Source: an optimization exercise on an open RTL-to-GDS flow (aim: small area). Production flows keep margins and buffers that such runs may drop.
In this exercise RTL edits were held to simulation tests only and were not proved equivalent to the original.
Power figures rest on the tool's default switching activity, not on a simulated workload.

--- design.v ---
`timescale 1ns / 1ps
module adder(
input [7:0] a,
input [7:0] b,
input clk,
input rst,
input cin,
output reg [7:0] sum,
output reg [7:0] diff,
output reg cout
);
reg [8:0] c;
integer i;
always @ (posedge clk) 
begin
c[0]=cin;
if (rst) begin
sum=8'b0;
diff=8'b0;
cout=1'b0;
end
else begin
if (cin == 0) begin 
for ( i=0; i<=7 ; i=i+1)
begin
sum[i]= a[i]^b[i]^c[i];
c[i+1]= (a[i]&b[i])|(a[i]&c[i])|(b[i]&c[i]);
end
end
else if (cin == 1) begin 
for ( i=0; i<8 ; i=i+1)
begin
diff[i]= a[i]^(~ b[i])^c[i];
c[i+1]= (a[i]&(~b[i]))|(a[i]&c[i])|((~b[i])&c[i]);
end
end
cout=c[8];
end
end
endmodule
`timescale 1ns / 1ps
module multi_4_4_pp0(
input clk,
input rst,
input [3:0] A0_3,
input [3:0] B0_3,
output reg [7:0] pp0
);
reg [7:0] pv;
reg [7:0] bp;  
integer i;
always @(posedge clk) 
	begin
		pv = 8'b00000000;
		bp = {4'b0000,B0_3};
		for (i = 0; i<=3; i=i+1)
			begin
				if (A0_3[i] == 1)
				pv = pv+bp;
				bp={bp[6:0], 1'b0};
			end
		if (rst)
			pp0=8'b0;
		else
			pp0=pv;
	end
endmodule 
`timescale 1ns / 1ps
module multi_4_4_pp1(
input clk,
input rst,
input [3:0] A4_7,
input [3:0] B0_3,
output reg [7:0] pp1
);
reg [7:0] pv;
reg [7:0] bp;  
integer i;
always @(posedge clk) 
	begin
		pv = 8'b00000000;
		bp = {4'b0000,B0_3};
		for (i = 0; i<=3; i=i+1)
			begin
				if (A4_7[i] == 1)
				pv = pv+bp;
				bp={bp[6:0], 1'b0};
			end
		if (rst)
			pp1=8'b0;
		else
			pp1=pv;
	end
endmodule 
`timescale 1ns / 1ps
module multi_4_4_pp2(
input clk,
input rst,
input [3:0] A0_3,
input [3:0] B4_7,
output reg [7:0] pp2
);
reg [7:0] pv;
reg [7:0] bp;  
integer i;
always @(posedge clk) 
	begin
		pv = 8'b00000000;
		bp = {4'b0000,B4_7};
		for (i = 0; i<=3; i=i+1)
			begin
				if (A0_3[i] == 1)
				pv = pv+bp;
				bp={bp[6:0], 1'b0};
			end
		if (rst)
			pp2=8'b0;
		else
			pp2=pv;
	end
endmodule 
`timescale 1ns / 1ps
module multi_4_4_pp3(
input clk,
input rst,
input [3:0] A4_7,
input [3:0] B4_7,
output reg [7:0] pp3
);
reg [7:0] pv;
reg [7:0] bp;  
integer i;
always @(posedge clk) 
	begin
		pv = 8'b00000000;
		bp = {4'b0000,B4_7};
		for (i = 0; i<=3; i=i+1)
			begin
				if (A4_7[i] == 1)
				pv = pv+bp;
				bp={bp[6:0], 1'b0};
			end
		if (rst)
			pp3=8'b0;
		else
			pp3=pv;
	end
endmodule
`timescale 1ns / 1ps
module divider(
    input [7:0] div,  
    input [7:0] dvr,  
	input clk,
	input rst,
    output [7:0] quotient,  
    output [7:0] remainder  
    );
integer i;
reg [7:0] diff;  
reg [7:0] qu; 
reg [7:0] rem; 
always @(posedge clk) begin
if (rst) begin
rem [7:0] = 8'b0;
qu [7:0] = 8'b0;
end
else begin
rem [7:0] = 8'b0;  
qu [7:0] = div[7:0];  
for (i=0;i<=7;i=i+1) begin
rem = rem<<1; 
rem[0] = qu[7]; 
qu = qu<<1; 
qu[0] = 1'b0; 
 if ( rem >= dvr) begin
rem = rem-dvr;
qu[0] = 1'b1;
						end
			end
end
end 
assign remainder [7:0] = rem[7:0];
assign quotient [7:0] = qu[7:0];
endmodule
`timescale 1ns / 1ps
module bin_to_decimal(
	input [15:0] B,
	output reg [19:0] bcdout
	);
	reg [35:0] z;
	integer i;
always @(*)
  begin
    for(i = 0; i <= 35; i = i+1)
	z[i] = 0;
    z[18:3] = B;  
    repeat(13)
	 begin
	if(z[19:16] > 4)	
		z[19:16] = z[19:16] + 3;
	if(z[23:20] > 4) 	
		z[23:20] = z[23:20] + 3;
	if(z[27:24] > 4) 	
		z[27:24] = z[27:24] + 3;
	if(z[31:28] > 4) 	
		z[31:28] = z[31:28] + 3;
	if(z[35:32] > 4) 	
		z[35:32] = z[35:32] + 3;
	z[35:1] = z[34:0];
    end      
    bcdout = z[35:16]; 
  end         
endmodule
`timescale 1ns / 1ps
module BIN_DEC1(
	input [15:0] B1,
	output reg [19:0] bcdout1
	);
	reg [35:0] z;
	integer i;
always @(*)
  begin
    for(i = 0; i <= 35; i = i+1)
	z[i] = 0;
    z[18:3] = B1;  
    repeat(13)
	 begin
	if(z[19:16] > 4)	
		z[19:16] = z[19:16] + 3;
	if(z[23:20] > 4) 	
		z[23:20] = z[23:20] + 3;
	if(z[27:24] > 4) 	
		z[27:24] = z[27:24] + 3;
	if(z[31:28] > 4) 	
		z[31:28] = z[31:28] + 3;
	if(z[35:32] > 4) 	
		z[35:32] = z[35:32] + 3;
	z[35:1] = z[34:0];
    end      
    bcdout1 = z[35:16]; 
  end         
endmodule
`timescale 1ns / 1ps
module BIN_DEC2(
	input [15:0] B2,
	output reg [19:0] bcdout2
	);
	reg [35:0] z;
	integer i;
always @(*)
  begin
    for(i = 0; i <= 35; i = i+1)
	z[i] = 0;
    z[18:3] = B2;  
    repeat(13)
	 begin
	if(z[19:16] > 4)	
		z[19:16] = z[19:16] + 3;
	if(z[23:20] > 4) 	
		z[23:20] = z[23:20] + 3;
	if(z[27:24] > 4) 	
		z[27:24] = z[27:24] + 3;
	if(z[31:28] > 4) 	
		z[31:28] = z[31:28] + 3;
	if(z[35:32] > 4) 	
		z[35:32] = z[35:32] + 3;
	z[35:1] = z[34:0];
    end      
    bcdout2 = z[35:16]; 
  end         
endmodule
`timescale 1ns / 1ps
module seg7decimal(
	 input [31:0] x,
    input clk,
    input rst,
    output reg [6:0] a_to_g,
    output reg [7:0] an,
    output wire dp 
	 );
wire [2:0] s;	 
reg [3:0] digit;
wire [7:0] aen;
reg [19:0] clkdiv;
assign dp = 1;
assign s = clkdiv[19:17];
assign aen = 8'b11111111;  
always @(posedge clk) 
	if (rst)
	digit = 4'b0;
	else
	case(s)
	0:digit = x[3:0];  
	1:digit = x[7:4];  
	2:digit = x[11:8];  
	3:digit = x[15:12];  
	4:digit = x[19:16];
	5:digit = x[23:20];
	6:digit = x[27:24];
	7:digit = x[31:28];
	default:digit = x[3:0];
	endcase
	always @(*)
case(digit)
0:a_to_g = 7'b1000000; 
1:a_to_g = 7'b1111001; 
2:a_to_g = 7'b0100100; 
3:a_to_g = 7'b0110000; 
4:a_to_g = 7'b0011001; 
5:a_to_g = 7'b0010010; 
6:a_to_g = 7'b0000010; 
7:a_to_g = 7'b1111000; 
8:a_to_g = 7'b0000000; 
9:a_to_g = 7'b0010000; 
'hA:a_to_g = 7'b0111111;  
'hB:a_to_g = 7'b1111111;  
'hC:a_to_g = 7'b1110111;
default: a_to_g = 7'b0000000;  
endcase
always @(*)begin
an=8'b11111111;
if(aen[s] == 1)
an[s] = 0;
end
always @(posedge clk) begin
if (rst)
clkdiv <= 20'b0;
else
clkdiv <= clkdiv+1;
end
endmodule
`timescale 1ns / 1ps
 module Nexys4_Abacus_Top(
	 input clk,
	 input rst,
	 input btnC,
	 input btnU, 
	 input btnD,
	 input btnR,
	 input btnL,
	 input [15:0] sw, 
     output [15:0] led,
     output [6:0] seg,
     output [7:0] an, 
     output dp
 );
reg [31:0] x; 
wire [7:0] sum;
wire [7:0] diff;
wire cout;
reg [15:0] B;  
wire[19:0] bcdout; 
reg [15:0] B1;  
wire[19:0] bcdout1; 
reg [15:0] B2;  
wire[19:0] bcdout2; 
 wire [7:0] QU; 
 wire [7:0] REM;  
wire [15:0] Product;
wire [7:0] PP0; 
wire [7:0] PP1;
wire [7:0] PP2;
wire [7:0] PP3;
wire [21:0] p_temp;
wire [7:0] zero_diff;
wire [7:0] twoC_diff;
wire clr_seg;
assign clr_seg = btnU | btnD | btnC; 
wire clr_seg_DIV;
assign clr_seg_DIV = btnR | btnL;
assign zero_diff[7:0] = diff[7:0];  
assign twoC_diff[7:0] = ((~(zero_diff[7:0])) +8'b00000001);	
assign p_temp[3:0] = PP0[3:0];
assign Product[3:0] = p_temp[3:0];
assign p_temp[9:4] = PP0[7:4]+PP1[3:0]+PP2[3:0];  
assign Product[7:4] = p_temp[7:4];
assign p_temp[15:10] = PP1[7:4] + PP2[7:4] + PP3[3:0]+ {2'b00, p_temp[9:8]} ;   
assign Product[11:8] = p_temp[13:10];
assign p_temp[21:16] = PP3[7:4] + {2'b00,p_temp[15:14]};  
assign Product[15:12] = p_temp[19:16];
assign led[15:0] = sw[15:0];
always @(*) begin
B = 16'b0;  
B1 = 16'b0;
B2 = 16'b0;
if ( (btnU == 1) && (sw[15:8] <= sw[7:0]))  
begin
B = twoC_diff[7:0];
            x[31:28] = 0; 
			 x[27:24] = 0;  
             x[23:20] = 0; 
             x[19:16] = 0; 
             x[15:12] = 'hA;
			 x[11:8] = bcdout[11:8];  
			 x[7:4] = bcdout[7:4]; 
			 x[3:0] = bcdout[3:0]; 
	end
else if ( (btnU == 1) && (sw[15:8] >= sw[7:0] ))
	begin
B = diff[7:0];
                x[31:28] = 0; 
			 x[27:24] = 0;  
             x[23:20] = 0; 
             x[19:16] = 0; 
             x[15:12] = bcdout[15:12]; 
			 x[11:8] = bcdout[11:8];  
             x[7:4] = bcdout[7:4]; 
             x[3:0] = bcdout[3:0]; 
	end
else if (btnC == 1) begin 
B = sum[7:0];     
                 x[31:28] = 0; 
                 x[27:24] = 0;  
                 x[23:20] = 0; 
                 x[19:16] = 0; 
                 x[15:12] = bcdout[15:12]; 
                 x[11:8] = bcdout[11:8];  
                 x[7:4] = bcdout[7:4]; 
                 x[3:0] = bcdout[3:0]; 
end
else if (btnD == 1) begin
B = Product[15:0];
            x[31:28] = 0; 
			 x[27:24] = 0;  
             x[23:20] = 0; 
             x[19:16] = bcdout[19:16]; 
             x[15:12] = bcdout[15:12]; 
			 x[11:8] = bcdout[11:8];  
             x[7:4] = bcdout[7:4]; 
             x[3:0] = bcdout[3:0]; 
end
else if (btnR == 1) begin
B1 = QU[7:0];  
            x[31:28] = 0; 
			 x[27:24] = 0;  
             x[23:20] = 0; 
             x[19:16] = 0; 
             x[15:12] = bcdout1[15:12]; 
			 x[11:8] = bcdout1[11:8];  
             x[7:4] = bcdout1[7:4]; 
             x[3:0] = bcdout1[3:0]; 
end
else if (btnL == 1) begin
B2 = REM[7:0];  
             x[31:28] = 0; 
			 x[27:24] = 0;  
             x[23:20] = 0; 
             x[19:16] = 0; 
             x[15:12] = bcdout2[15:12]; 
			 x[11:8] = bcdout2[11:8];  
             x[7:4] = bcdout2[7:4]; 
             x[3:0] = bcdout2[3:0]; 
end
else 
	begin
B = sw[7:0]; 	
B2 = sw[15:8];
             x[31:28] = bcdout2[15:12]; 
			 x[27:24] = bcdout2[11:8];  
             x[23:20] = bcdout2[7:4]; 
             x[19:16] = bcdout2[3:0]; 
             x[15:12] = bcdout[15:12]; 
			 x[11:8] = bcdout[11:8];  
             x[7:4] = bcdout[7:4]; 
             x[3:0] = bcdout[3:0]; 
	end
end
bin_to_decimal u1 (
.B(B), 
.bcdout(bcdout)
);
BIN_DEC1 u2 (
.B1(B1),  
.bcdout1(bcdout1) 
);
BIN_DEC2 u3 (
.B2(B2),  
.bcdout2(bcdout2) 
);
seg7decimal u7 (
.rst(rst),
.x(x),
.clk(clk),
.a_to_g(seg),
.an(an),
.dp(dp)
);
adder u8 (
.rst(rst),
.clk(clk),
.a(sw[15:8]),
.b(sw[7:0]),
.sum(sum),
.diff(diff),
.cout(cout),
.cin(btnU)
);
multi_4_4_pp0 u9 (
.rst(rst),
.clk(clk),
.A0_3(sw[11:8]),
.B0_3(sw[3:0]),
.pp0(PP0)
);
multi_4_4_pp1 u10 (
.rst(rst),
.clk(clk),
.A4_7(sw[15:12]),
.B0_3(sw[3:0]),
.pp1(PP1)
);
multi_4_4_pp2 u11 (
.rst(rst),
.clk(clk),
.A0_3(sw[11:8]),
.B4_7(sw[7:4]),
.pp2(PP2)
);
multi_4_4_pp3 u12 (
.rst(rst),
.clk(clk),
.A4_7(sw[15:12]),
.B4_7(sw[7:4]),
.pp3(PP3)
);
divider u13(
.rst(rst),
.clk(clk),
.div(sw[15:8]),
.dvr(sw[7:0]),
.quotient(QU),
.remainder(REM)
);
endmodule
--- run.sh ---
#!/bin/bash
# synth_recipe.tcl (not shown) runs the flow's synth.tcl, then flattens the netlist and writes it again
# the make line also repeats each setting of config.mk as NAME=value (left out here)
make -C /OpenROAD-flow-scripts/flow DESIGN_CONFIG=/design/flow/config.mk WORK_HOME=/design/flow/orfs CLKGATE_MAP_FILE= SYNTH_SCRIPT=/design/flow/synth_recipe.tcl finish
--- config.mk ---
export PLATFORM = sky130hd
export DESIGN_NAME = Nexys4_Abacus_Top
export DESIGN_NICKNAME = Nexys4_Abacus_Top
export VERILOG_FILES = /design/flow/design.v
export SDC_FILE = /design/flow/constraint.sdc
export NUM_CORES = 4
export LEC_CHECK = 0
export CAP_MARGIN = 20
export CORE_MARGIN = 2
export CORE_UTILIZATION = 40
export SLEW_MARGIN = 20
--- constraint.sdc ---
create_clock -name core_clock -period 25.0 [get_ports {clk}]
set_input_delay 5.0000 -clock core_clock [delete_from_list [all_inputs] [get_ports {clk}]]
set_output_delay 5.0000 -clock core_clock [all_outputs]
set_load 0.01 [all_outputs]
==> reports/results.txt <==
Routed vias -> 16,100
Critical Path AT -> 22.85 ns
Tightest Hold Check Type -> flop to flop
Clock Skew -> 0.0126 ns
Worst Tran Pin Value -> 1.03 ns
Multi-input gate area -> 0.0140 sq mm
Final slew viol count -> 0
Final hold vios -> 0
Area of the core -> 0.0419 sq mm
Largest net degree at the start of global routing -> 81
Most frequent cell after synthesis -> nor2_1
# DRC -> 0
GPL Wtd Cong -> 0.914
Min-delay src -> u7.clkdiv[0]
Nets@finish -> 2,461
Crit-path max cell delay -> 0.69 ns
Vias in the first global route -> 15,400
Unrepaired setup endpoints after global routing -> false
Static Leak -> 7.80 nW
CTS clock-pin slew for the worst setup and hold paths -> 0.08 ns
Syn nets -> 2,482
Worst reg2reg setup slack -> 3.82 ns
Post-Syn Area -> 0.0170 sq mm
Final HPWL DP -> 35,400 microns
Mean post-synth cell area -> 7.66 sq um
Power per cell area -> 128 mW/mm^2
Max transition margin -> 0.301
Antenna violations before repair -> 0
Share of the synthesized area in the top cell type -> 0.147
First-pass GRT wire length -> 76,500 microns
Num CTS Buffers -> 9
WP data required -> 25.22 ns
Resized cells post-CTS -> 0
Cell count after placement -> 2,722
Tmin final -> 22.63 ns
Pre-antenna DRT Iters -> 6
CTS hold repair buffers -> 0
Synth async-reset ratio -> 0
Ports -> 55
Row cnt -> 75
Critical path class -> input port to flop
Total track usage -> 0.206
Starting Density -> 0.405
Status -> no timing/DRC/antenna violations
Sink Count -> 91
Number of port buffers -> 53
Worst Path Max Fanout -> 20
Total setup buffers inserted after CTS -> 0
Die ar. -> 0.0441 sq mm
CP dominant cell by count -> a21o_1
Crit start category -> input port
R2R Path Start -> u9.pp0[5]
Max-Cap Viols -> 0
Final worst-path cycle share -> 0.905
N_diodes -> 0
Filler cells -> 4,185
Yosys cell types -> 128
Synth-to-Final Area Change -> 6.57%
Setup TNS -> 0 ns
CTS tree -> yes
Top cells by count, synth -> nor2_1 (212), ha_1 (199), nand2_1 (189), a21oi_1 (177), inv_1 (144)
Worst vdd ir -> 0.157 mV
Top FF cell, synth -> dfxtp_1
Clk Latency, worst-skew pair -> 0.36 ns
Detailed-route wire length per cell -> 16.6 microns
Final WL -> 45,500 microns
Vias per inst -> 5.86
Die Span Y -> 210 microns
Worst Hold Depth -> 1
Clk buf depth -> 2
Worst setup EP type -> flop
R2r endpoint -> seg[5]
Post-synth EDFFs -> 0
YS warnings -> 11
Reg2Reg Depth -> 85
Mapped Cells -> 2,215
Register area -> 0.00182 sq mm
FF+latch count, synth -> 91
Top cell type by total area after synthesis -> ha_1
WHS Endpoint -> u7.clkdiv[0]
Clk root buf -> clkbuf_16
Seq/Total Area, Yosys -> 0.107
Remaining Overflow, GRT -> 0
Drt first-iter violations -> 1,111
Post-Layout Cell Count -> 2,738
Crit path max-delay cell type -> a21oi_1
Die width -> 210 microns
Fmax achieved -> 44.2 MHz
Ranking of synthesized cells by area -> ha_1 (15%), dfxtp_1 (11%), fa_1 (5.3%), a21oi_1 (5.2%), xnor2_1 (4.7%)
Setup violators final -> 0
CTS HTree Levels -> 3
Detail Route Antenna Nets -> 0
Share of cells above drive strength 1 -> 0.0791
==> metrics by stage <==
| stage | util | instance area (sq um) | total power, mW | hold WS, ns | worst slack (ns) |
|---|---|---|---|---|---|
| after floorplan | - | 17000 | 1.81 | 0.413 | 4.82 |
| after global placement | 0.424 | 17800 | 2.10 | 0.424 | 2.40 |
| after detailed placement | 0.424 | 17800 | 2.15 | 0.437 | 1.87 |
| after CTS | 0.431 | 18100 | 2.31 | 0.456 | 2.22 |
| after global routing | 0.431 | 18100 | 2.56 | 0.487 | 0.684 |
| final | 0.431 | 18100 | 2.32 | 0.449 | 2.37 |
==> metal layers <==
metal,part of all wire,track usage,vias to the layer above
met5,0,0,-
met4,0.019,0.0570,0
met3,0.038,0.0122,52
met2,0.48,0.362,403
met1,0.46,0.274,7607
li1,-,-,7996
==> power by group <==
part	internal (mW)	leakage (nW)	total [mW]	switching (mW)
logic	0.811	6.90	2.00	1.19
clock network	0.0713	0.150	0.141	0.0694
registers	0.172	0.748	0.180	0.00833
==> state kept, by name, indices dropped and copies added (netlist names) <==
signal,count
u7.clkdiv,20
u10.pp1,8
u11.pp2,8
u12.pp3,8
u13.qu,8
u13.rem,8
u8.diff,8
u8.sum,8
u9.pp0,8
seg,7
==> layout by cell type, fill, tap and decap left out, types with 51 or more instances in the layout <==
master           count
dfxtp_1             91
o21ai_0             94
inv_1              144
mux2i_1             74
nor3_1              51
nand3_1             61
clkdlybuf4s50_1     51
xnor2_1             92
ha_1               199
a21oi_1            176
nand2_1            189
a21o_1              69
nor2_1             212
==> final cells by class <==
cell class | instances | area share
clock buffer | 9 | 0.0124
clock inverter | 7 | 0.00450
inverter | 153 | 0.0317
multi-input combinational | 1860 | 0.774
sequential | 91 | 0.101
tap | 539 | 0.0373
timing repair buffer | 79 | 0.0396
==> worst max-delay path, delay by kind of cell <==
family / cells / cell delay [ns]
AOI/OAI and AO/OA: 49 / 10.21
adders and majority gates: 8 / 3.03
buffers and inverters: 3 / 1.28
muxes: 3 / 1.12
and+or+nand+nor: 12 / 2.16
==> worst max-delay path by stage <==
stage / from / endpoint / depth (start not counted)
floorplan: sw[1] / u13.rem[1] / 81
detailed placement: sw[1] / u13.rem[4] / 76
global placement: sw[1] / u13.rem[1] / 77
CTS: sw[1] / u13.rem[2] / 77
global route: sw[1] / u13.rem[7] / 76
finish: sw[1] / u13.rem[1] / 75
==> cells by family (layout without fill, tap and decap cells) <==
| logic type | Yosys count | after routing | synth area share |
|---|---|---|---|
| xor gates and xnor gates | 136 | 136 | 0.0734 |
| and+or+nand+nor | 728 | 728 | 0.212 |
| buffers and inverters | 264 | 248 | 0.0686 |
| adders and majority gates | 244 | 244 | 0.200 |
| other | 1 | 1 | 0.000221 |
| muxes | 120 | 120 | 0.0762 |
| DFF | 91 | 91 | 0.107 |
| AOI/OAI and AO/OA | 631 | 631 | 0.263 |

-- re-timing with driven ports --
No port has a modelled driver above. Below, the same layout with a new extraction and two added sets of constraints.
Step 1: set_driving_cell puts a clkbuf_16 on clk and a buf_2 on each other input, an assumption about the parent block.
Step 2 moves the port delays by t, midway between the first and last clock arrival at a register: inputs arrive t later, outputs are due t later. That takes back most of the time a late clock gives input paths.
a / b / c = ideal / step 1 / step 2; a / b = the first two.
shift t [ns]: 0.413
setup slack, ns: 2.371 / 2.399 / 1.986
hold WS [ns]: 0.449 / 0.449 / 0.449
latest minus earliest clock arrival (ns): 0.012 / 0.012
pins driven straight from the clock port: 1
After both steps setup and hold are still met in this run. For this run, drivers alone change the setup slack by +0.028 ns; drivers and shift together by -0.385 ns.
